Context: an optimization exercise on an open-source flow, tuned for small area. The choices shown serve that exercise and are no tape-out recipe. In this exercise RTL edits were held to simulation tests only and were not proved equivalent to the original. No activity file was given, so power comes from the tool's default toggle rates.

`config.mk`:
```
export PLATFORM = sky130hd
export DESIGN_NAME = Hash_locating
export DESIGN_NICKNAME = Hash_locating
export VERILOG_FILES = /design/flow/design.v
export SDC_FILE = /design/flow/constraint.sdc
export NUM_CORES = 4
export LEC_CHECK = 0
export CAP_MARGIN = 10
export CORE_MARGIN = 2
export CORE_UTILIZATION = 55
export CTS_BUF_LIST = sky130_fd_sc_hd__clkbuf_16
export CTS_CLUSTER_DIAMETER = 80
export CTS_CLUSTER_SIZE = 25
export PLACE_DENSITY = 0.65
export SLEW_MARGIN = 10
export SYNTH_HIERARCHICAL = 1
export SYNTH_MINIMUM_KEEP_SIZE = 0
```
`constraint.sdc`:
```
create_clock -name core_clock -period 10.0 [get_ports {i_clk}]
set_input_delay 2.0000 -clock core_clock [delete_from_list [all_inputs] [get_ports {i_clk}]]
set_output_delay 2.0000 -clock core_clock [all_outputs]
set_load 0.01 [all_outputs]
```
`design.v`:
```
`timescale 1ns / 1ps
module CRC32_64bKEEP(
  input  [47:0] i_mac ,
  output [3 :0] o_hash
);
  assign o_hash[0] = ^(i_mac & 48'h1b48df01d104) ^ 1'b1;
  assign o_hash[1] = ^(i_mac & 48'h3690be03a209) ^ 1'b1;
  assign o_hash[2] = ^(i_mac & 48'h6d207d074413);
  assign o_hash[3] = ^(i_mac & 48'hda40fa0e8826);
endmodule
`timescale 1ns / 1ps
module Hash_locating#(
    parameter       P_OUTPORT_WIDTH = 4     ,
    parameter       P_TABLE_DEPTH   = 16    ,
    parameter       P_MYTOR_ADDR    = 0
)(
    input                           i_clk               ,
    input                           i_rst               ,
    input  [47:0]                   i_update_dest_mac   ,
    input  [P_OUTPORT_WIDTH - 1:0]  i_update_outport    ,
    input                           i_update_flag       ,
    input                           i_update_valid      ,
    input                           i_seek_valid        ,
    input  [47:0]                   i_seek_dest_mac     ,
    input  [2 :0]                   i_seek_id           ,
    output [P_OUTPORT_WIDTH - 1:0]  o_seek_outport      ,
    output [2 + 1 :0]               o_seek_id           ,
    output                          o_seek_flag         ,
    output                          o_seek_valid
);
localparam W  = 44;                      
localparam PW = P_OUTPORT_WIDTH + 1;     
localparam SW = W + PW;                  
wire [3:0] w_hash_upd, w_hash_seek;
CRC32_64bKEEP crc_upd (.i_mac(i_update_dest_mac), .o_hash(w_hash_upd ));
CRC32_64bKEEP crc_seek(.i_mac(i_seek_dest_mac  ), .o_hash(w_hash_seek));
wire [3:0] w_bucket = i_update_valid ? w_hash_upd : w_hash_seek;
reg            r_phase;
reg            ri_update_valid;
reg  [15:0]    ri_bsel;          
reg  [SW-1:0]  ri_update_wr_n;   
reg  [W-1:0]   ri_seek_key;      
reg  [2:0]     ri_seek_id;
reg            ri_seek_hit_ok;   
reg            ri_seek_zero;     
wire [SW-1:0] w_entry = {i_update_outport, i_update_flag,
                         i_update_dest_mac[47:12], i_update_dest_mac[7:0]};
wire [W-1:0]  w_key   = {i_seek_dest_mac[47:12], i_seek_dest_mac[7:0]};
always @(posedge i_clk) begin
    if (i_rst)
        r_phase <= 1'b0;
    else
        r_phase <= !r_phase;
end
always @(posedge i_clk) begin
    ri_update_valid <= !i_rst && i_update_valid;
    ri_seek_hit_ok  <= !i_rst && i_seek_valid &&
                       (!i_update_valid || w_hash_upd == w_hash_seek);
    ri_seek_zero    <= !i_rst && i_seek_valid && i_seek_dest_mac == 48'd0;
    ri_bsel         <= 16'd1 << w_bucket;
    ri_update_wr_n  <= ~(w_entry ^ {SW{r_phase}});
    ri_seek_key     <= ~(w_key   ^ {W{r_phase}});
    ri_seek_id      <= i_seek_id;
end
reg  [2:0]    r_num   [0:15];    
reg           r_full  [0:15];    
wire [4*SW-1:0] w_bucket_data [0:15];
genvar gb, gs, gi;
generate for (gb = 0; gb < 16; gb = gb + 1) begin : g_bucket
    wire w_upd = ri_update_valid && ri_bsel[gb];
    always @(posedge i_clk) begin
        if (i_rst) begin
            r_num[gb]  <= 3'd0;
            r_full[gb] <= 1'b0;
        end else if (w_upd) begin
            r_num[gb]  <= r_num[gb] + 3'd1;
            if (r_num[gb] == 3'd3)
                r_full[gb] <= 1'b1;
        end
    end
    for (gs = 0; gs < 4; gs = gs + 1) begin : g_slot
        reg  [SW-1:0] r_slot;
        wire [SW-1:0] w_next;
        wire w_we = w_upd && r_num[gb] == gs;
        for (gi = 0; gi < SW; gi = gi + 1) begin : g_bit
            Hash_hold_cell u_cell (
                .i_q     (r_slot[gi]),
                .i_we    (w_we),
                .i_wr_n  (ri_update_wr_n[gi]),
                .i_hold  (!w_we),
                .o_next  (w_next[gi])
            );
        end
        always @(posedge i_clk)
            r_slot <= w_next;
        assign w_bucket_data[gb][gs*SW +: SW] = r_slot;
    end
end endgenerate
localparam RW = 4*SW + 4;        
wire [RW-1:0]   w_rd_all;
wire [4*SW-1:0] w_rd      = w_rd_all[4*SW-1:0];
wire [2:0]      w_rd_num  = w_rd_all[4*SW +: 3];
wire            w_rd_full = w_rd_all[4*SW + 3];
generate for (gi = 0; gi < RW; gi = gi + 1) begin : g_rd
    wire [15:0] w_in;
    for (gb = 0; gb < 16; gb = gb + 1) begin : g_in
        if (gi < 4*SW)
            assign w_in[gb] = w_bucket_data[gb][gi];
        else if (gi < 4*SW + 3)
            assign w_in[gb] = r_num[gb][gi - 4*SW];
        else
            assign w_in[gb] = r_full[gb];
    end
    wire [5:0] w_grp_n;
    for (gs = 0; gs < 5; gs = gs + 1) begin : g_grp
        Hash_aoi222 u_aoi (
            .i_a0(ri_bsel[3*gs]),   .i_b0(w_in[3*gs]),
            .i_a1(ri_bsel[3*gs+1]), .i_b1(w_in[3*gs+1]),
            .i_a2(ri_bsel[3*gs+2]), .i_b2(w_in[3*gs+2]),
            .o_y_n(w_grp_n[gs])
        );
    end
    assign w_grp_n[5] = !(ri_bsel[15] && w_in[15]);
    assign w_rd_all[gi] = !(&w_grp_n);
end endgenerate
wire [3:0] w_valid, w_match;
generate for (gs = 0; gs < 4; gs = gs + 1) begin : g_cmp
    assign w_valid[gs] = w_rd_full || w_rd_num[2] || (w_rd_num[1:0] > gs);
    assign w_match[gs] = w_valid[gs] ? (w_rd[gs*SW +: W] == ri_seek_key) && ri_seek_hit_ok
                                     : ri_seek_zero;
end endgenerate
wire          w_hit = |w_match;
wire [1:0]    w_first = w_match[0] ? 2'd0 :
                        w_match[1] ? 2'd1 :
                        w_match[2] ? 2'd2 : 2'd3;
wire [PW-1:0] w_first_pay   = w_rd[w_first*SW + W +: PW];
wire          w_first_valid = w_valid[w_first];
wire [PW-1:0] w_hit_pay     = w_first_valid ? w_first_pay ^ {PW{r_phase}} : {PW{1'b0}};
reg                          ro_seek_valid;
reg  [2:0]                   ro_seek_id;
reg  [PW-1:0]                ro_pay;
always @(posedge i_clk) begin
    if (i_rst || !w_hit) begin
        ro_seek_valid <= 1'b0;
        ro_seek_id    <= 3'd0;
        ro_pay        <= {PW{1'b0}};
    end else begin
        ro_seek_valid <= 1'b1;
        ro_seek_id    <= ri_seek_id;
        ro_pay        <= w_hit_pay;
    end
end
assign o_seek_outport = ro_pay[PW-1:1];
assign o_seek_flag    = ro_pay[0];
assign o_seek_id      = {ro_seek_id, ro_pay[0]};
assign o_seek_valid   = ro_seek_valid;
endmodule
module Hash_hold_cell(
    input  i_q    ,
    input  i_we   ,
    input  i_wr_n ,
    input  i_hold ,
    output o_next
);
assign o_next = !((i_q || i_we) && (i_wr_n || i_hold));
endmodule
module Hash_aoi222(
    input  i_a0, input i_b0,
    input  i_a1, input i_b1,
    input  i_a2, input i_b2,
    output o_y_n
);
assign o_y_n = !(i_a0 && i_b0 || i_a1 && i_b1 || i_a2 && i_b2);
endmodule
```
`run.sh`:
```
#!/bin/bash
# synth_recipe.tcl (not shown) runs the flow's synth.tcl, then flattens the netlist and writes it again
# the make line also repeats each setting of config.mk as NAME=value (left out here)
make -C /OpenROAD-flow-scripts/flow DESIGN_CONFIG=/design/flow/config.mk WORK_HOME=/design/flow/orfs CLKGATE_MAP_FILE= SYNTH_SCRIPT=/design/flow/synth_recipe.tcl finish
```
==> results.py, run 1 <==
metrics = {
    "status": {
        "outcome": "finished clean",
    },
    "place": {
        "gp_congestion": 0.9501,
        "dpl-instance-area_um2": 113100,
        "dp_hpwl_mm": 248.3,
        "numPortBuffers": 117,
    },
    "routing": {
        "vias_per_cell": 7.972,
        "drtPass1Iterations": 13,
        "drt-initial-drc-count": 17620,
        "drc": 0,
        "wl_mm": 446.8,
        "wl_per_cell_um": 36.86,
        "vias": 96620,
        "antenna_left": 0,
    },
    "synthesis": {
        "ys_ff_latch": 3325,
        "yosysSeqAreaShare": 0.6237,
        "synth_top_family_by_area": "compound AO/OA/AOI/OAI gates",
        "synth_edf_count": 0,
        "synth_top_area_share": 0.6237,
        "synth_fa_ha_area_frac": 0.009380,
        "syn_inst": 9099,
        "postSynth.asyncResetShare": 0,
        "syn-cell-area_um2": 106700,
        "synth-simple-area-share": 0.03066,
        "synth_xor_xnor_area_share": 0.03194,
        "synth_compound_area_frac": 0.2958,
        "ys_types": 45,
        "ys_warn_count": 9,
        "yosysTopAreaCell": "dfxtp_1",
        "syn_area_per_cell_um2": 11.73,
        "synth_nets": 9287,
        "synth-main-ff-cell": "dfxtp_1",
        "synth_area_leaders": "dfxtp_1 62%, o22ai_1 18%, a222oi_1 9.4%, xnor2_1 2.5%, nand2_1 1.0%",
        "synth_mux_area_frac": 0.0005276,
    },
    "critical_path": {
        "rrSetupSlack_ps": 3770,
        "crit_type": "register to register",
        "crit_arrival_ps": 7020,
        "cp-start-kind": "register",
        "critPathMaxFanout": 38,
        "cp-end-kind": "register",
        "cp.required_ps": 10790,
    },
    "floorplanning": {
        "die_area_um2": 197600,
        "rows": 161,
        "ios": 118,
        "initial_utilization": 0.5541,
        "core-area_um2": 192600,
        "die_w_um": 444.5,
        "die_y_um": 444.5,
    },
    "layout": {
        "num-nets-final": 9729,
        "final_common_cell": "dfxtp_1",
        "drive_gt1_frac": 0.06774,
        "layout_common_cells": "3257 x dfxtp_1, 3137 x o22ai_1, 1000 x a222oi_1, 305 x xnor2_1, 237 x nand2_1",
        "final_area_um2": 117500,
        "area_delta_synth_final_pct": 10.11,
    },
    "timing": {
        "finClkSkew_ps": 45.17,
        "max_freq_mhz": 160.5,
        "rsz0062_at_grt": "false",
        "period_minus_slack_ps": 6230,
        "tns_ps": 0,
        "slew_violations": 0,
        "worstMarginPinSlew_ps": 1451,
        "finalSetupViolCount": 0,
        "hold_violations": 0,
        "min_period_over_period": 0.6230,
        "slew_headroom": 0.03144,
    },
    "global_route": {
        "grt_pass1_vias": 91800,
        "grt_pass1_wl_mm": 638.6,
        "grt_use_total": 0.4327,
        "antenna_found_initial": 23,
        "grt_max_degree": 121,
        "overflow": 0,
    },
    "clock_tree": {
        "cts_resized": 0,
        "cts_buffer_depth": 3,
        "cts-hold-fix-buffers": 0,
        "numCtsBuffers": 154,
        "cts_tree": "done",
        "cts_max_level": 4,
        "cts_root_buf": "clkbuf_16",
        "clkLatencyLatePin_ps": 880,
        "path_clk_slew_ps": 100,
        "cts_sinks": 3325,
        "post_cts_buffers": 0,
    },
    "power": {
        "p_leak_nw": 44.59,
        "p_per_area_nw_per_um2": 377.1,
        "peakVddDrop_mv": 0.2728,
    },
    "job": {
        "max_cap_viol_count": 0,
    },
    "hold_path": {
        "hold_class": "register to register",
    },
}
==> modules after synthesis, one instance, submodules excluded <==
module          cell area [um^2]  flip-flops and latches  times used  cells
CRC32_64bKEEP              442.9                       0           2     37
Hash_locating              76200                    3325           1   4889
Hash_hold_cell             6.256                       0        3136      1
Hash_aoi222                10.01                       0        1000      1
==> where the power goes <==
group / internal, mW / total, mW / leakage [nW] / switching, mW
clock: 2.99 / 7.22 / 2.18 / 4.24
sequential: 15.8 / 18.2 / 28.0 / 2.40
combinational: 7.29 / 18.9 / 14.5 / 11.6
==> worst max-delay path, cell delays in order (launching register included) <==
cell and delay, ps:
dfxtp_4 870, buf_4 620, buf_4 560, a222oi_1 180, nand3_1 210, a211oi_1 90
xnor2_1 160, nor4_1 1070, nand4_1 410, nor3_1 570, buf_4 220, a311oi_1 50
a21oi_1 480, o21ai_1 370, a21oi_1 260
==> kinds of logic (layout without fill, tap and decap cells) <==
logic type / after synthesis / in the layout
other cells: 0 / 13
buf+inv: 208 / 690
flops: 3325 / 3325
compound gates: 4412 / 4412
mux: 5 / 5
xor+xnor: 362 / 362
fa+ha+maj: 80 / 80
simple gates: 707 / 707
==> path summary, 6_finish.rpt <==
path	startpoint	to	depth (start not counted)
hold / removal	g_bucket[8].g_slot[0].r_slot[28]	g_bucket[8].g_slot[0].r_slot[28]	1
setup / recovery	ri_bsel[7]	ro_pay[4]	14
setup reg to reg	ri_bsel[7]	ro_pay[4]	14
hold reg to reg	g_bucket[8].g_slot[0].r_slot[28]	g_bucket[8].g_slot[0].r_slot[28]	1
==> through the flow <==
stage	setup slack (ps)	std cells	power (mW)	util	hold WS, ps
floorplan	2596	9099	29.32	-	405.7
global placement	4317	11910	36.08	0.5875	418.4
detailed placement	4350	11910	36.34	0.5875	429.9
CTS	4290	12110	43.30	0.6100	448.8
global route	4103	12110	45.53	0.6101	457.1
finish	3770	12120	44.32	0.6102	446.2
==> cell type report <==
class	count	area (um^2)
clock buffer	163	4079
clock inverter	33	265.3
tap	2526	3161
inverter	135	506.7
antenna	13	32.53
timing repair buffer	359	3183
sequential	3325	66760
fill	15850	75070
multi-input combinational	5566	39520
==> cells in the mapped netlist, drive strengths merged, types with 2 or more instances <==
library cell,n
or4,8
nand4,84
xor2,39
o32a,2
a211oi,132
o22ai,3137
o21ai,4
nor3,10
mux2,5
nor2,90
and3,2
a222oi,1000
nor4,42
ha,80
o31ai,7
xnor3,16
inv,135
nand2,286
dfxtp,3325
clkbuf,45
and2,3
a32oi,2
nand3,177
a21oi,113
xnor2,307
a2111oi,10
a31oi,2
buf,28
nor2b,2
==> per-layer routing <==
layer  wire [um]  track usage  vias to the layer above
li1            -            -                    39760
met1      161600       0.5472                    48050
met2      185800       0.6223                     7320
met3       61930       0.1363                     1468
met4       37320       0.3149                       18
met5         120            0                        -
==> sequential cells by signal, summed over array words and instances (netlist names) <==
| name | count |
|---|---|
| ri_bsel | 16 |
| ri_seek_hit_ok | 1 |
| r_full | 16 |
| ri_seek_zero | 1 |
| ri_update_valid | 1 |
| r_num | 48 |
| r_phase | 1 |
| ri_update_wr_n | 49 |
| ro_seek_id | 3 |
| ro_seek_valid | 1 |
| ri_seek_id | 3 |
| ro_pay | 5 |
| g_bucket.g_slot.r_slot | 3136 |
| ri_seek_key | 44 |
==> run 2: changes to the inputs <==
--- a/config.mk
+++ b/config.mk
@@ -5,13 +5,13 @@
 export SDC_FILE = /design/flow/constraint.sdc
 export NUM_CORES = 4
 export LEC_CHECK = 0
-export CAP_MARGIN = 10
+export CAP_MARGIN = 20
 export CORE_MARGIN = 2
 export CORE_UTILIZATION = 55
 export CTS_BUF_LIST = sky130_fd_sc_hd__clkbuf_16
 export CTS_CLUSTER_DIAMETER = 80
 export CTS_CLUSTER_SIZE = 25
 export PLACE_DENSITY = 0.65
-export SLEW_MARGIN = 10
+export SLEW_MARGIN = 20
 export SYNTH_HIERARCHICAL = 1
 export SYNTH_MINIMUM_KEEP_SIZE = 0
==> run 2 against run 1 <==
  * Clock-buffer cell count is 1 lower
  * Synthesized cell count did not move
  * Clock skew fell by 7.2 ps
  * Die area is the same
  * Critical path depth did not move
  * Synthesized area is the same
  * Sequential cell count unchanged
  * Routed wire length grew 0.19%
  * Largest cell class unchanged
==> results.py, run 2 <==
metrics = {
    "status": {
        "outcome": "finished clean",
    },
    "global_route": {
        "grt_pass1_vias": 92190,
        "grt_use_total": 0.4337,
        "grt_max_degree": 121,
        "antenna_found_initial": 20,
        "grt_pass1_wl_mm": 640.4,
        "overflow": 0,
    },
    "timing": {
        "min_period_over_period": 0.6096,
        "tns_ps": 0,
        "worst_slack_ps": 3904,
        "timing.hold.ws_ps": 446.4,
        "hold_violations": 0,
        "period_minus_slack_ps": 6096,
        "slew_violations": 0,
        "finalSetupViolCount": 0,
        "max_freq_mhz": 164.0,
        "worstMarginPinSlew_ps": 1301,
        "rsz0062_at_grt": "false",
        "slew_headroom": 0.1312,
        "finClkSkew_ps": 38.00,
    },
    "synthesis": {
        "syn-cell-area_um2": 106700,
        "synth_top_area_share": 0.6237,
        "ys_types": 45,
        "synth_edf_count": 0,
        "yosysSeqAreaShare": 0.6237,
        "syn_area_per_cell_um2": 11.73,
        "postSynth.asyncResetShare": 0,
        "synth_nets": 9287,
        "ys_warn_count": 9,
        "syn_inst": 9099,
        "yosysMostFrequentCell": "dfxtp_1",
        "synth_area_leaders": "dfxtp_1 62%, o22ai_1 18%, a222oi_1 9.4%, xnor2_1 2.5%, nand2_1 1.0%",
        "ys_ff_latch": 3325,
        "synthTopCellsByCount": "3325 x dfxtp_1, 3137 x o22ai_1, 1000 x a222oi_1",
        "yosysTopAreaCell": "dfxtp_1",
        "synth-main-ff-cell": "dfxtp_1",
    },
    "floorplanning": {
        "rows": 161,
        "ios": 118,
        "core-area_um2": 192600,
        "initial_utilization": 0.5541,
        "die_w_um": 444.5,
        "die_y_um": 444.5,
        "die_area_um2": 197600,
    },
    "routing": {
        "drtPass1Iterations": 10,
        "wl_mm": 447.6,
        "drc": 0,
        "wl_per_cell_um": 36.91,
        "antenna_left": 0,
        "vias": 96790,
        "drt-initial-drc-count": 17450,
        "vias_per_cell": 7.981,
    },
    "layout": {
        "area_delta_synth_final_pct": 10.31,
        "final_area_um2": 117700,
        "largest_reg_flops": 3136,
        "drive_gt1_frac": 0.06894,
        "layout_common_cells": "3254 x dfxtp_1, 3137 x o22ai_1, 1000 x a222oi_1, 305 x xnor2_1, 237 x nand2_1",
        "regArea_um2": 66770,
        "fillCellCount": 15720,
        "top_register": "g_bucket.g_slot.r_slot",
        "num-nets-final": 9737,
        "final_common_cell": "dfxtp_1",
        "multi_input_area_um2": 39530,
        "reg_top3": "g_bucket.g_slot.r_slot x3136, ri_update_wr_n x49, r_num x48",
    },
    "clock_tree": {
        "cts-hold-fix-buffers": 0,
        "cts_buffer_depth": 3,
        "cts_tree": "done",
        "path_clk_slew_ps": 100,
        "clkLatencyLatePin_ps": 880,
        "numCtsBuffers": 153,
        "post_cts_buffers": 0,
        "cts_max_level": 4,
        "cts_sinks": 3325,
        "cts_root_buf": "clkbuf_16",
        "cts_resized": 0,
    },
    "critical_path": {
        "r2r_cells": 14,
        "rr_endpoint": "ro_pay[4]",
        "cp-endpoint": "ro_pay[4]",
        "max_stage_delay_ps": 870,
        "crit_arrival_ps": 6880,
        "critPathMaxFanout": 38,
        "path_buf_inv": 3,
        "crit_path_start": "ri_bsel[7]",
        "cp.required_ps": 10780,
        "cp-end-kind": "register",
        "crit_slowest_cell": "dfxtp_4",
        "crit_path_frequent_cell": "buf_4",
        "rrSetupSlack_ps": 3900,
        "crit_family": "simple AND/OR/NAND/NOR gates",
        "path_cells": "buf_4 > buf_4 > a222oi_1 > nand3_1 > a211oi_2 > xnor2_1 > nor4_1 > nand4_1 > nor3_1 > buf_4 > a311oi_1 > a21oi_1 > o21ai_1 > a21oi_1",
        "cp-start-kind": "register",
        "path_depth": 14,
        "rr_startpoint": "ri_bsel[7]",
        "crit_type": "register to register",
    },
    "power": {
        "p_leak_nw": 44.66,
        "p_per_area_nw_per_um2": 376.9,
        "report.power.total_mw": 44.37,
        "peakVddDrop_mv": 0.3422,
    },
    "job": {
        "max_cap_viol_count": 0,
    },
    "hold_path": {
        "hold_class": "register to register",
    },
    "place": {
        "gp_congestion": 0.9501,
        "dpl-instance-area_um2": 113200,
        "dp_hpwl_mm": 248.4,
        "numPortBuffers": 117,
        "preCtsSetupSlack_ps": 4298,
    },
}
## run 2: cell count changes in the layout (fill, tap and decap cells not counted), sizes merged
| cell | delta |
|---|---|
| buf | +9 |
| inv | -7 |
| clkinv | +5 |
| bufinv | +2 |
| clkbuf | -1 |
| clkinvlp | -1 |
## run 2: worst min-delay path by stage
stage | slack (ps) | startpoint | cells past startpoint | endpoint
final | 450 | g_bucket[12].g_slot[1].r_slot[43] | 1 | g_bucket[12].g_slot[1].r_slot[43]
after global routing | 460 | g_bucket[13].g_slot[0].r_slot[45] | 1 | g_bucket[13].g_slot[0].r_slot[45]
after CTS | 450 | g_bucket[12].g_slot[1].r_slot[29] | 1 | g_bucket[12].g_slot[1].r_slot[29]
after detailed placement | 430 | ri_seek_id[1] | 1 | ro_seek_id[1]
after global placement | 420 | ri_seek_id[1] | 1 | ro_seek_id[1]
after floorplan | 410 | ri_seek_id[0] | 1 | ro_seek_id[0]
## run 2: modules after synthesis (local to each module, per instance)
module          cells  copies in the design  cell area (um^2)
Hash_hold_cell      1                  3136             6.256
Hash_aoi222         1                  1000             10.01
Hash_locating    4889                     1             76200
CRC32_64bKEEP      37                     2             442.9
## run 2: metrics by stage
step           instances  utilization
2_1_floorplan       9099            -
3_3_place_gp       11910       0.5875
3_5_place_dp       11910       0.5876
4_1_cts            12110       0.6102
5_1_grt            12120       0.6111
6_report           12130       0.6113
## run 2: cells by family (layout without fill, tap and decap cells)
group	count (synthesis)	after routing	share of synthesized area
other cells	0	13	0
mux	5	5	0.0005276
fa+ha+maj	80	80	0.009380
xor+xnor	362	362	0.03194
flops	3325	3325	0.6237
simple gates	707	707	0.03066
buf+inv	208	697	0.007984
compound gates	4412	4412	0.2958
## run 2: metal layers
metal,GRT usage,up-vias,share of wire
met4,0.3142,12,0.081
li1,-,39740,-
met3,0.1295,1470,0.14
met5,0,-,0.00017
met2,0.6243,7402,0.42
met1,0.5531,48160,0.36
## run 2: final cells by class
| type | instances | share of cell area |
|---|---|---|
| sequential | 3325 | 0.5672 |
| multi-input combinational | 5566 | 0.3358 |
| clock buffer | 162 | 0.03444 |
| timing repair buffer | 368 | 0.02863 |
| tap | 2526 | 0.02685 |
| inverter | 135 | 0.004422 |
| clock inverter | 32 | 0.002423 |
| antenna | 13 | 0.0002763 |
## run 2: power breakdown
| part | internal [mW] | leakage, nW | total, mW | switching [mW] |
|---|---|---|---|---|
| clock network | 3.01 | 2.17 | 7.24 | 4.23 |
| logic | 7.30 | 14.5 | 18.9 | 11.6 |
| registers | 15.8 | 28.0 | 18.2 | 2.36 |
| total | 26.2 | 44.7 | 44.4 | 18.2 |
==> run 3: changes to the inputs <==
==> flow/run.sh (new file) <==
#!/bin/bash
# The standard layout (standard.sh: ORFS from the standard synthesis to the
# final DEF), with one change: the input and output ports are buffered with
# the smallest buffer, sky130_fd_sc_hd__buf_1, instead of the cell
# buffer_ports picks by default. make's full output goes to standard.log here;
# each ORFS step also keeps its own log under orfs/logs/.
set -uo pipefail
export BUFFER_PORTS_ARGS="-buffer_cell sky130_fd_sc_hd__buf_1"
bash standard.sh > standard.log 2>&1
==> standard.sh (new file) <==
#!/bin/bash
# synth_recipe.tcl (not shown) runs the flow's synth.tcl, then flattens the netlist and writes it again
# the make line also repeats each setting of config.mk as NAME=value (left out here)
make -C /OpenROAD-flow-scripts/flow DESIGN_CONFIG=/design/flow/config.mk WORK_HOME=/design/flow/orfs CLKGATE_MAP_FILE= SYNTH_SCRIPT=/design/flow/synth_recipe.tcl "${@:-finish}"
removed: run.sh
==> run 3 against run 2 <==
  * Synthesized cell count unchanged
  * Clock skew down 4.3 ps
  * First-iteration DRC count rose by 8.9%
  * Die area unchanged
  * Combinational power is essentially flat
  * Final area is 0.76% lower
  * Still clean
  * Highest routed layer unchanged
  * Sequential share of layout area is 0.43 points higher
  * Power decreased by 0.48%
==> results.py, run 3 <==
metrics = {
    "routing": {
        "wl_per_cell_um": 37.59,
        "vias": 97780,
        "antenna_left": 0,
        "drt-initial-drc-count": 19010,
        "wl_mm": 456.2,
        "drtPass1Iterations": 10,
        "vias_per_cell": 8.058,
        "drc": 0,
    },
    "place": {
        "gp_congestion": 0.9556,
        "dp_hpwl_mm": 248.6,
        "dpl-instance-area_um2": 112600,
        "numPortBuffers": 117,
        "place_inst": 11940,
    },
    "layout": {
        "fillCellCount": 15810,
        "num-nets-final": 9756,
        "top_register": "g_bucket.g_slot.r_slot",
        "layout_common_cells": "3255 x dfxtp_1, 3137 x o22ai_1, 1000 x a222oi_1, 305 x xnor2_1, 254 x buf_4",
        "final_common_cell": "dfxtp_1",
        "final_area_um2": 116800,
        "reg_top3": "g_bucket.g_slot.r_slot x3136, ri_update_wr_n x49, r_num x48",
        "largest_reg_flops": 3136,
        "finalNonFillerCells": 12140,
        "drive_gt1_frac": 0.06950,
        "area_delta_synth_final_pct": 9.471,
    },
    "critical_path": {
        "path_depth": 13,
        "cp-end-kind": "register",
        "path_cells": "buf_4 > buf_4 > a222oi_1 > nand3_1 > a211oi_1 > xor2_1 > nand4_1 > or4_1 > o31ai_4 > nand2_2 > a2111oi_0 > or4_1 > a21oi_1",
        "r2r_cells": 13,
        "max_stage_delay_ps": 1140,
        "cp.required_ps": 10730,
        "crit_family": "simple AND/OR/NAND/NOR gates",
        "crit_arrival_ps": 6650,
        "critPathMaxFanout": 60,
        "crit_type": "register to register",
        "path_buf_inv": 2,
        "crit_slowest_cell": "dfxtp_4",
        "cp-start-kind": "register",
    },
    "global_route": {
        "grt_pass1_vias": 92610,
        "grt_max_degree": 106,
        "grt_use_total": 0.4407,
        "antenna_found_initial": 11,
        "overflow": 0,
        "grt_pass1_wl_mm": 647.4,
    },
    "power": {
        "p_leak_nw": 44.38,
        "report.power.total_mw": 44.16,
        "peakVddDrop_mv": 0.3225,
        "p_per_area_nw_per_um2": 378.0,
    },
    "floorplanning": {
        "initial_utilization": 0.5541,
        "ios": 118,
        "die_area_um2": 197600,
        "die_y_um": 444.5,
        "core-area_um2": 192600,
        "rows": 161,
        "die_w_um": 444.5,
    },
    "synthesis": {
        "syn_inst": 9099,
        "syn_area_per_cell_um2": 11.73,
        "synth_area_leaders": "dfxtp_1 62%, o22ai_1 18%, a222oi_1 9.4%, xnor2_1 2.5%, nand2_1 1.0%",
        "synth_nets": 9287,
        "yosysMostFrequentCell": "dfxtp_1",
        "synth_top_area_share": 0.6237,
        "postSynth.asyncResetShare": 0,
        "ys_warn_count": 9,
        "synth-main-ff-cell": "dfxtp_1",
        "yosysTopAreaCell": "dfxtp_1",
        "ys_types": 45,
        "synth_edf_count": 0,
        "yosysSeqAreaShare": 0.6237,
        "ys_ff_latch": 3325,
        "synthTopCellsByCount": "3325 x dfxtp_1, 3137 x o22ai_1, 1000 x a222oi_1",
        "syn-cell-area_um2": 106700,
    },
    "timing": {
        "slew_violations": 0,
        "finClkSkew_ps": 33.67,
        "period_minus_slack_ps": 5915,
        "max_freq_mhz": 169.1,
        "worstMarginPinSlew_ps": 1362,
        "tns_ps": 0,
        "finalSetupViolCount": 0,
        "rsz0062_at_grt": "false",
        "min_period_over_period": 0.5915,
        "hold_violations": 0,
        "slew_headroom": 0.09095,
        "timing.hold.ws_ps": 447.2,
    },
    "clock_tree": {
        "cts_root_buf": "clkbuf_16",
        "cts_tree": "done",
        "cts_buffer_depth": 3,
        "clkLatencyLatePin_ps": 880,
        "post_cts_buffers": 0,
        "cts-hold-fix-buffers": 0,
        "cts_sinks": 3325,
        "numCtsBuffers": 153,
        "cts_max_level": 4,
        "path_clk_slew_ps": 100,
        "cts_resized": 0,
    },
    "hold_path": {
        "holdPathStages": 1,
        "hold_class": "register to register",
    },
    "job": {
        "max_cap_viol_count": 0,
    },
    "status": {
        "outcome": "finished clean",
    },
}
-- run 3: changes by cell type in the layout (fill, tap and decap cells not counted), sizes merged --
cell,before,now
inv,151,148
clkbuf,162,161
clkdlybuf4s50,116,0
buf,252,386
diode,13,12
clkinv,13,10
bufinv,3,1
-- run 3: kinds of logic after synthesis --
family | after synthesis | share of synthesized area
buf+inv | 208 | 0.007984
flops | 3325 | 0.6237
mux | 5 | 0.0005276
simple gates | 707 | 0.03066
fa+ha+maj | 80 | 0.009380
compound gates | 4412 | 0.2958
xor+xnor | 362 | 0.03194
-- run 3: metal layers --
metal,part of all wire,vias up,GRT usage
li1,-,39810,-
met1,0.36,48560,0.5670
met2,0.41,7786,0.6288
met3,0.14,1613,0.1277
met4,0.085,9,0.3226
met5,0.00068,-,0.009768
-- run 3: per-module statistics from Yosys, one instance, submodules excluded --
module / times used / flip-flops and latches / cells inside / area, um^2
Hash_locating: 1 / 3325 / 4889 / 76200
CRC32_64bKEEP: 2 / 0 / 37 / 442.9
Hash_hold_cell: 3136 / 0 / 1 / 6.256
Hash_aoi222: 1000 / 0 / 1 / 10.01
-- run 3: layout make-up --
cell class                 count  area, um^2  share of cell area
multi-input combinational   5566       39530              0.3384
sequential                  3325       66760              0.5714
clock inverter                24       172.7            0.001478
timing repair buffer         387        2658             0.02275
antenna                       12       30.03           0.0002570
clock buffer                 160        4004             0.03427
inverter                     135       513.0            0.004391
tap                         2526        3161             0.02705
-- run 3: metrics by stage --
| stage | util | worst slack, ps |
|---|---|---|
| 2_1_floorplan | - | 2596 |
| 3_3_place_gp | 0.5843 | 4392 |
| 3_5_place_dp | 0.5845 | 4467 |
| 4_1_cts | 0.6062 | 4455 |
| 5_1_grt | 0.6065 | 4010 |
| 6_report | 0.6066 | 4085 |
-- run 3: where the power goes --
part	leakage (nW)	internal [mW]	switching [mW]
combinational	14.3	7.25	11.6
clock	2.11	2.92	4.21
sequential	27.9	15.8	2.30
-- run 3: final timing paths --
| path | start | end | slack (ps) |
|---|---|---|---|
| setup / recovery | ri_bsel[7] | ro_pay[0] | 4080 |
| hold / removal | g_bucket[13].g_slot[2].r_slot[46] | g_bucket[13].g_slot[2].r_slot[46] | 450 |
| setup reg to reg | ri_bsel[7] | ro_pay[0] | 4080 |
| hold reg to reg | g_bucket[13].g_slot[2].r_slot[46] | g_bucket[13].g_slot[2].r_slot[46] | 450 |
-- run 3: worst reg2reg max path: stages (launching register included) --
cell and delay, ps:
dfxtp_4 1140, buf_4 840, buf_4 650, a222oi_1 210
nand3_1 140, a211oi_1 80, xor2_1 190, nand4_1 280
or4_1 690, o31ai_4 560, nand2_2 170, a2111oi_0 570
or4_1 200, a21oi_1 70
==> run 4: changes to the inputs <==
==> flow/run.sh (replaced) <==
#!/bin/bash
# The standard layout (standard.sh: ORFS from the standard synthesis to the
# final DEF), with two changes:
#  - the input and output ports are buffered with the smallest buffer,
#    sky130_fd_sc_hd__buf_1, instead of the cell buffer_ports picks by default;
#  - after global routing, ORFS's power recovery (repair_timing
#    -recover_power) may downsize cells on paths with positive slack.
# make's full output goes to standard.log here; each ORFS step also keeps its
# own log under orfs/logs/.
set -uo pipefail
export BUFFER_PORTS_ARGS="-buffer_cell sky130_fd_sc_hd__buf_1"
export RECOVER_POWER=100
bash standard.sh > standard.log 2>&1
--- a/config.mk
+++ b/config.mk
@@ -5,13 +5,13 @@
 export SDC_FILE = /design/flow/constraint.sdc
 export NUM_CORES = 4
 export LEC_CHECK = 0
-export CAP_MARGIN = 20
+export CAP_MARGIN = 10
 export CORE_MARGIN = 2
 export CORE_UTILIZATION = 55
 export CTS_BUF_LIST = sky130_fd_sc_hd__clkbuf_16
 export CTS_CLUSTER_DIAMETER = 80
 export CTS_CLUSTER_SIZE = 25
 export PLACE_DENSITY = 0.65
-export SLEW_MARGIN = 20
+export SLEW_MARGIN = 10
 export SYNTH_HIERARCHICAL = 1
 export SYNTH_MINIMUM_KEEP_SIZE = 0
==> run 4 against run 3 <==
  * Cell count is essentially flat
  * Highest routed layer unchanged
  * Clock skew increased by 8.3 ps
  * Synthesized area unchanged
  * Sequential power about the same
  * Final area shrank 0.47%
  * Sequential cell count unchanged
  * Non-clock buffer count shrank 3
  * Critical path type unchanged
  * Core utilization down 0.29 points
  * The layout now fails its checks (capacitance limit, slew limit)
  * Routed wire length is 0.10% lower
  * Worst hold slack lost 1.5 ps
==> results.py, run 4 <==
metrics = {
    "global_route": {
        "grt_pass1_wl_mm": 646.4,
        "antenna_found_initial": 15,
        "grt_max_degree": 106,
        "grt_pass1_vias": 92700,
        "overflow": 0,
        "grt_use_total": 0.4402,
    },
    "critical_path": {
        "r2r_cells": 7,
        "critPathMaxFanout": 50,
        "rrSetupSlack_ps": 1850,
        "cp-endpoint": "g_bucket[5].g_slot[2].r_slot[25]",
        "crit_arrival_ps": 8900,
        "rr_endpoint": "g_bucket[5].g_slot[2].r_slot[25]",
        "path_cells": "clkbuf_1 > nand2_1 > nor2_1 > nand2_2 > clkbuf_1 > inv_1 > o22ai_1",
        "cp-start-kind": "register",
        "crit_type": "register to register",
        "crit_path_start": "ri_update_valid",
        "crit_family": "buffers and inverters",
        "crit_slowest_cell": "clkbuf_1",
        "path_depth": 7,
        "cp-end-kind": "register",
        "max_stage_delay_ps": 2540,
        "cp.required_ps": 10750,
        "rr_startpoint": "ri_update_valid",
        "crit_path_frequent_cell": "clkbuf_1",
        "path_buf_inv": 3,
    },
    "clock_tree": {
        "numCtsBuffers": 153,
        "cts_sinks": 3325,
        "cts_resized": 0,
        "cts_tree": "done",
        "cts_root_buf": "clkbuf_16",
        "clkLatencyLatePin_ps": 890,
        "cts_buffer_depth": 3,
        "post_cts_buffers": 0,
        "cts-hold-fix-buffers": 0,
        "cts_max_level": 4,
        "path_clk_slew_ps": 100,
    },
    "power": {
        "report.power.total_mw": 44.15,
        "intPower_mw": 26.03,
        "p_comb_frac": 0.427,
        "seq-power_mw": 18.2,
        "powerClk_mw": 7.13,
        "peakVddDrop_mv": 0.2829,
        "p_seq_frac": 0.411,
        "p_leak_nw": 43.94,
        "p_comb_mw": 18.9,
        "swShare": 0.4104,
        "top_power_group": "combinational cells",
        "power_frac_clock": 0.161,
        "p_sw_mw": 18.12,
        "p_per_area_nw_per_um2": 379.7,
    },
    "routing": {
        "drc": 0,
        "wl_per_cell_um": 37.55,
        "vias": 97590,
        "wl_mm": 455.7,
        "drt-initial-drc-count": 18550,
        "drtPass1Iterations": 9,
        "vias_per_cell": 8.042,
        "antenna_left": 0,
    },
    "layout": {
        "regArea_um2": 66740,
        "drive_gt1_frac": 0.05011,
        "layout_common_cells": "3261 x dfxtp_1, 3137 x o22ai_1, 1000 x a222oi_1, 306 x xnor2_1, 247 x nand2_1",
        "final_util": 0.6038,
        "num-nets-final": 9753,
        "area_delta_synth_final_pct": 8.954,
        "multi_input_area_um2": 39430,
        "reg_top3": "g_bucket.g_slot.r_slot x3136, ri_update_wr_n x49, r_num x48",
        "largest_reg_flops": 3136,
        "top_register": "g_bucket.g_slot.r_slot",
        "fillCellCount": 15900,
        "final_common_cell": "dfxtp_1",
    },
    "timing": {
        "worst_slack_ps": 1847,
        "timing.hold.ws_ps": 445.7,
        "rsz0062_at_grt": "false",
        "tns_ps": 0,
        "slew_headroom": -1.732,
        "finClkSkew_ps": 42.01,
        "slew_violations": 4295,
        "hold_violations": 0,
        "finalSetupViolCount": 0,
        "period_minus_slack_ps": 8153,
        "max_freq_mhz": 122.7,
        "worstMarginPinSlew_ps": 4098,
        "min_period_over_period": 0.8153,
    },
    "synthesis": {
        "yosysMostFrequentCell": "dfxtp_1",
        "synthTopCellsByCount": "3325 x dfxtp_1, 3137 x o22ai_1, 1000 x a222oi_1",
        "syn_area_per_cell_um2": 11.73,
        "synth-main-ff-cell": "dfxtp_1",
        "yosysTopAreaCell": "dfxtp_1",
        "syn-cell-area_um2": 106700,
        "ys_types": 45,
        "synth_area_leaders": "dfxtp_1 62%, o22ai_1 18%, a222oi_1 9.4%, xnor2_1 2.5%, nand2_1 1.0%",
        "synth_nets": 9287,
        "synth_top_area_share": 0.6237,
        "ys_warn_count": 9,
        "postSynth.asyncResetShare": 0,
        "yosysSeqAreaShare": 0.6237,
        "ys_ff_latch": 3325,
        "synth_edf_count": 0,
        "syn_inst": 9099,
    },
    "place": {
        "dp_hpwl_mm": 248.4,
        "preCtsSetupSlack_ps": 4484,
        "numPortBuffers": 117,
        "gp_congestion": 0.9556,
    },
    "status": {
        "violations": "capacitance limit, slew limit",
        "outcome": "complete, but fails checks",
    },
    "floorplanning": {
        "core-area_um2": 192600,
        "die_y_um": 444.5,
        "initial_utilization": 0.5541,
        "die_w_um": 444.5,
        "ios": 118,
        "die_area_um2": 197600,
        "rows": 161,
    },
    "hold_path": {
        "holdPathStages": 1,
        "hold_end": "g_bucket[4].g_slot[3].r_slot[30]",
        "hp-start": "g_bucket[4].g_slot[3].r_slot[30]",
        "hold_class": "register to register",
    },
    "job": {
        "max_cap_viol_count": 101,
    },
}
-- run 4: cell counts after synthesis --
Identical to the previous run, type by type.
-- run 4: cell families after synthesis --
group | count (synthesis) | share of synthesized area
AO/OA/AOI/OAI | 4412 | 0.2958
XOR/XNOR | 362 | 0.03194
adder cells (fa/ha/maj) | 80 | 0.009380
buffers and inverters | 208 | 0.007984
flip-flops | 3325 | 0.6237
multiplexers | 5 | 0.0005276
AND/OR/NAND/NOR | 707 | 0.03066
-- run 4: worst min path at each step --
stage / from / endpoint / slack [ps] / depth (start not counted)
floorplan: ri_seek_id[0] / ro_seek_id[0] / 410 / 1
global placement: ri_seek_id[2] / ro_seek_id[2] / 410 / 1
detailed placement: ri_seek_id[2] / ro_seek_id[2] / 430 / 1
CTS: ri_seek_id[2] / ro_seek_id[2] / 450 / 1
-- run 4: final cells by class --
class                      count  share of cell area
timing repair buffer         384             0.01904
multi-input combinational   5566              0.3391
antenna                       11           0.0002367
clock inverter                30            0.001819
sequential                  3325              0.5740
tap                         2526             0.02718
clock buffer                 159             0.03422
inverter                     135            0.004358
-- run 4: per-stage QoR --
step / instance area, um^2 / instances
after global routing: 116300 / 12130
final: 116300 / 12140
after global placement: 112500 / 11940
after floorplan: 106700 / 9099
after CTS: 116700 / 12130
after detailed placement: 112500 / 11940
-- run 4: power groups by stage --
stage	Clock [mW]	Combinational (mW)	Sequential, mW
after floorplan	0	11.0	18.3
after global placement	0	17.7	18.2
after detailed placement	0	17.9	18.3
after CTS	7.10	17.9	18.0
-- run 4: modules after synthesis, one instance, submodules excluded --
module / flip-flops and latches / cells / times used
Hash_locating: 3325 / 4889 / 1
Hash_aoi222: 0 / 1 / 1000
Hash_hold_cell: 0 / 1 / 3136
CRC32_64bKEEP: 0 / 37 / 2
-- run 4: per-layer routing --
layer | share of wire | GRT usage | vias to the layer above
met3 | 0.15 | 0.1348 | 1639
li1 | - | - | 39780
met4 | 0.085 | 0.3176 | 10
met2 | 0.41 | 0.6305 | 7724
met5 | 0.00013 | 0 | -
met1 | 0.36 | 0.5625 | 48440
==> run 5: changes to the inputs <==
--- a/design.v
+++ b/design.v
@@ -73,7 +73,9 @@
             r_num[gb]  <= 3'd0;
             r_full[gb] <= 1'b0;
         end else if (w_upd) begin
-            r_num[gb]  <= r_num[gb] + 3'd1;
+            r_num[gb]  <= {r_num[gb][2] ^ (r_num[gb][1] & r_num[gb][0]),
+                           r_num[gb][1] ^ r_num[gb][0],
+                           !r_num[gb][0]};
             if (r_num[gb] == 3'd3)
                 r_full[gb] <= 1'b1;
         end
==> flow/run.sh (replaced) <==
#!/bin/bash
set -uo pipefail
export BUFFER_PORTS_ARGS="-buffer_cell sky130_fd_sc_hd__buf_1"
export CTS_ARGS="-sink_clustering_enable -repair_clock_nets -dont_use_dummy_load -sink_clustering_size 25 -sink_clustering_max_diameter 80 -buf_list sky130_fd_sc_hd__clkbuf_16"
bash standard.sh > standard.log 2>&1
--- a/config.mk
+++ b/config.mk
@@ -5,13 +5,13 @@
 export SDC_FILE = /design/flow/constraint.sdc
 export NUM_CORES = 4
 export LEC_CHECK = 0
-export CAP_MARGIN = 10
+export CAP_MARGIN = 20
 export CORE_MARGIN = 2
 export CORE_UTILIZATION = 55
 export CTS_BUF_LIST = sky130_fd_sc_hd__clkbuf_16
 export CTS_CLUSTER_DIAMETER = 80
 export CTS_CLUSTER_SIZE = 25
 export PLACE_DENSITY = 0.65
-export SLEW_MARGIN = 10
+export SLEW_MARGIN = 20
 export SYNTH_HIERARCHICAL = 1
 export SYNTH_MINIMUM_KEEP_SIZE = 0
==> run 5 against run 4 <==
  * Now clean on timing, DRC and antenna
  * Sequential share of layout area fell by 0.48 points
  * Sequential cell count is the same
  * Worst hold slack worse by 4.7 ps
  * Clock power fell by 3.6%
  * Via count increased by 1.3%
  * First-iteration DRC count up 2.3%
  * Final area rose by 0.83%
  * Maximum frequency is 24% higher
  * Routed wire length rose by 2.1%
  * Power up 2.3%
  * Clock-buffer cell count down 5
  * Die area up 0.65%
==> results.py, run 5 <==
metrics = {
    "synthesis": {
        "syn-cell-area_um2": 107400,
        "postSynth.asyncResetShare": 0,
        "syn_area_per_cell_um2": 11.71,
        "ys_warn_count": 9,
        "yosysTopAreaCell": "dfxtp_1",
        "synth-main-ff-cell": "dfxtp_1",
        "synth_edf_count": 0,
        "synthTopCellsByCount": "3325 x dfxtp_1, 3136 x o22ai_1, 1000 x a222oi_1",
        "ys_ff_latch": 3325,
        "ys_types": 65,
        "synth_top_area_share": 0.6197,
        "synth_nets": 9358,
        "synth_area_leaders": "dfxtp_1 62%, o22ai_1 18%, a222oi_1 9.3%, xnor2_1 1.7%, nand2_1 0.95%",
        "yosysSeqAreaShare": 0.6197,
        "yosysMostFrequentCell": "dfxtp_1",
        "syn_inst": 9170,
    },
    "routing": {
        "vias_per_cell": 8.095,
        "drc": 0,
        "vias": 98880,
        "wl_per_cell_um": 38.09,
        "drt-initial-drc-count": 18980,
        "wl_mm": 465.3,
        "antenna_left": 0,
        "drtPass1Iterations": 12,
    },
    "critical_path": {
        "crit_type": "register to register",
        "crit_path_frequent_cell": "buf_4",
        "crit_slowest_cell": "a2111oi_2",
        "crit_family": "compound AO/OA/AOI/OAI gates",
        "path_buf_inv": 2,
        "max_stage_delay_ps": 870,
        "path_cells": "buf_4 > buf_4 > a222oi_1 > nand3_1 > a211oi_1 > xnor2_1 > a2111oi_2 > nand4_1 > o32ai_1 > o41ai_1 > a211o_1 > nor4_1",
        "cp-end-kind": "register",
        "crit_arrival_ps": 7300,
        "cp.required_ps": 10720,
        "cp-start-kind": "register",
        "critPathMaxFanout": 51,
    },
    "place": {
        "gp_congestion": 0.9605,
        "numPortBuffers": 117,
        "place_inst": 12030,
        "preCtsSetupSlack_ps": 4226,
        "dpl-instance-area_um2": 113200,
        "dp_hpwl_mm": 267.8,
    },
    "floorplanning": {
        "rows": 162,
        "die_y_um": 445.9,
        "ios": 118,
        "die_area_um2": 198900,
        "die_w_um": 445.9,
        "initial_utilization": 0.5520,
        "core-area_um2": 194600,
    },
    "power": {
        "p_sw_mw": 19.24,
        "p_comb_frac": 0.449,
        "p_seq_frac": 0.398,
        "peakVddDrop_mv": 0.3146,
        "p_per_area_nw_per_um2": 385.1,
        "swShare": 0.4261,
        "p_leak_nw": 43.89,
        "power_frac_clock": 0.152,
        "intPower_mw": 25.91,
    },
    "timing": {
        "tns_ps": 0,
        "slew_headroom": 0.1180,
        "worst_slack_ps": 3418,
        "worstMarginPinSlew_ps": 1321,
        "min_period_over_period": 0.6582,
        "hold_violations": 0,
        "finClkSkew_ps": 50.61,
        "rsz0062_at_grt": "false",
        "slew_violations": 0,
        "max_freq_mhz": 151.9,
        "period_minus_slack_ps": 6582,
        "finalSetupViolCount": 0,
    },
    "hold_path": {
        "hold_class": "register to register",
    },
    "global_route": {
        "met3_usage": 0.1423,
        "overflow": 0,
        "grt-busiest-layer": "met2",
        "grt_pass1_vias": 92640,
        "grt_pass1_wl_mm": 659.8,
        "grtUsageMet1": 0.5692,
        "grt_max_degree": 121,
        "grt_use_total": 0.4488,
        "grtUsageMet2": 0.6350,
        "antenna_found_initial": 31,
    },
    "clock_tree": {
        "cts_max_level": 4,
        "cts_resized": 0,
        "cts_root_buf": "clkbuf_16",
        "numCtsBuffers": 154,
        "cts_buffer_depth": 3,
        "cts_sinks": 3325,
        "path_clk_slew_ps": 100,
        "clkLatencyLatePin_ps": 870,
        "post_cts_buffers": 0,
        "cts-hold-fix-buffers": 0,
        "cts_tree": "done",
    },
    "layout": {
        "area_delta_synth_final_pct": 9.137,
        "final_area_um2": 117200,
        "finalNonFillerCells": 12220,
        "largest_reg_flops": 3136,
        "top_register": "g_bucket.g_slot.r_slot",
        "final_common_cell": "dfxtp_1",
        "drive_gt1_frac": 0.07194,
        "layout_common_cells": "3253 x dfxtp_1, 3136 x o22ai_1, 1000 x a222oi_1, 262 x buf_4, 223 x nand2_1",
        "reg_top3": "g_bucket.g_slot.r_slot x3136, ri_update_wr_n x49, r_num x48",
        "num-nets-final": 9837,
    },
    "status": {
        "outcome": "finished clean",
    },
    "job": {
        "max_cap_viol_count": 0,
    },
}
==> run 5: cell families (layout without fill, tap and decap cells) <==
logic type / after synthesis / after routing / share of synthesized area
AND/OR/NAND/NOR: 877 / 877 / 0.04380
buffers and inverters: 194 / 671 / 0.007688
flip-flops: 3325 / 3325 / 0.6197
other: 0 / 27 / 0
XOR/XNOR: 279 / 279 / 0.02496
AO/OA/AOI/OAI: 4410 / 4410 / 0.2940
adder cells (fa/ha/maj): 80 / 80 / 0.009318
multiplexers: 5 / 5 / 0.0005241
==> run 5: final cells by class <==
type | count | area [um^2]
fillers | 16100 | 77350
well taps | 2542 | 3181
flip-flops and latches | 3325 | 66730
inverters | 124 | 480.5
diodes | 27 | 67.56
repair buffers | 393 | 2681
multi-input cells | 5651 | 40240
clock buffers | 154 | 3854
==> run 5: per-layer routing <==
| layer | vias up | share of wire |
|---|---|---|
| met1 | 49070 | 0.36 |
| met4 | 14 | 0.088 |
| met5 | - | 0.00020 |
| li1 | 40350 | - |
| met2 | 7826 | 0.41 |
| met3 | 1622 | 0.14 |
==> run 5: path summary, 6_finish.rpt <==
path	startpoint	endpoint	slack, ps	cells past startpoint
min	g_bucket[15].g_slot[1].r_slot[36]	g_bucket[15].g_slot[1].r_slot[36]	440	1
max	ri_bsel[11]	ro_pay[4]	3420	12
max reg2reg	ri_bsel[11]	ro_pay[4]	3420	12
min reg2reg	g_bucket[15].g_slot[1].r_slot[36]	g_bucket[15].g_slot[1].r_slot[36]	440	1
==> run 5: metrics by stage <==
step	total power [mW]	hold slack [ps]	utilization
after floorplan	29.14	405.7	-
after global placement	37.00	410.8	0.5814
after detailed placement	37.23	422.2	0.5818
after CTS	43.84	442.6	0.6016
after global routing	46.26	449.7	0.6022
final	45.15	441.0	0.6025
==> run 5: worst reg2reg max path, stage by stage, from the launching register on <==
cell and delay [ps]:
dfxtp_4 810, buf_4 390, buf_4 730, a222oi_1 280, nand3_1 400, a211oi_1 170, xnor2_1 200, a2111oi_2 870
nand4_1 860, o32ai_1 770, o41ai_1 170, a211o_1 390, nor4_1 410
==> run 5: power by group through the flow <==
stage | clock [mW] | sequential, mW | combinational, mW
after floorplan | 0 | 18.3 | 10.8
after global routing | 7.31 | 18.2 | 20.7
after global placement | 0 | 18.0 | 18.9
final | 6.87 | 18.0 | 20.3
after CTS | 6.85 | 17.9 | 19.1
after detailed placement | 0 | 18.2 | 19.1
==> run 5: modules after synthesis (local to each module, per instance) <==
module	cell area, um^2	cells inside	flip-flops and latches	copies in the design
Hash_locating	76910	4960	3325	1
CRC32_64bKEEP	442.9	37	0	2
Hash_aoi222	10.01	1	0	1000
Hash_hold_cell	6.256	1	0	3136

[afterwards: timing with drivers on the ports]
No port has a modelled driver above. Below, the same layouts with a new extraction and two added sets of constraints. Step 1 sets driving cells, clkbuf_16 on the clock port and buf_2 on the other inputs (assumed; they add their load-dependent delay and slew). Step 2 moves the port delays by t, midway between the first and last clock arrival at a register: inputs arrive t later, outputs are due t later. That takes back most of the time a late clock gives input paths. Slacks: ideal / step 1 / step 2; pairs: ideal / step 1.
run | shift t [ns] | slack for setup (ns) | worst setup path at the end | latest minus earliest clock arrival (ns)
run 1 | 0.954 | 3.770 / 3.770 / 3.770 | register to register | 0.047 / 0.047
run 2 | 0.954 | 3.904 / 3.904 / 3.904 | register to register | 0.041 / 0.041
run 3 | 0.958 | 4.085 / 4.085 / 4.085 | register to register | 0.035 / 0.035
run 4 | 0.959 | 1.847 / 1.847 / 1.847 | register to register | 0.042 / 0.042
run 5 | 0.941 | 3.418 / 3.418 / 3.418 | register to register | 0.052 / 0.052
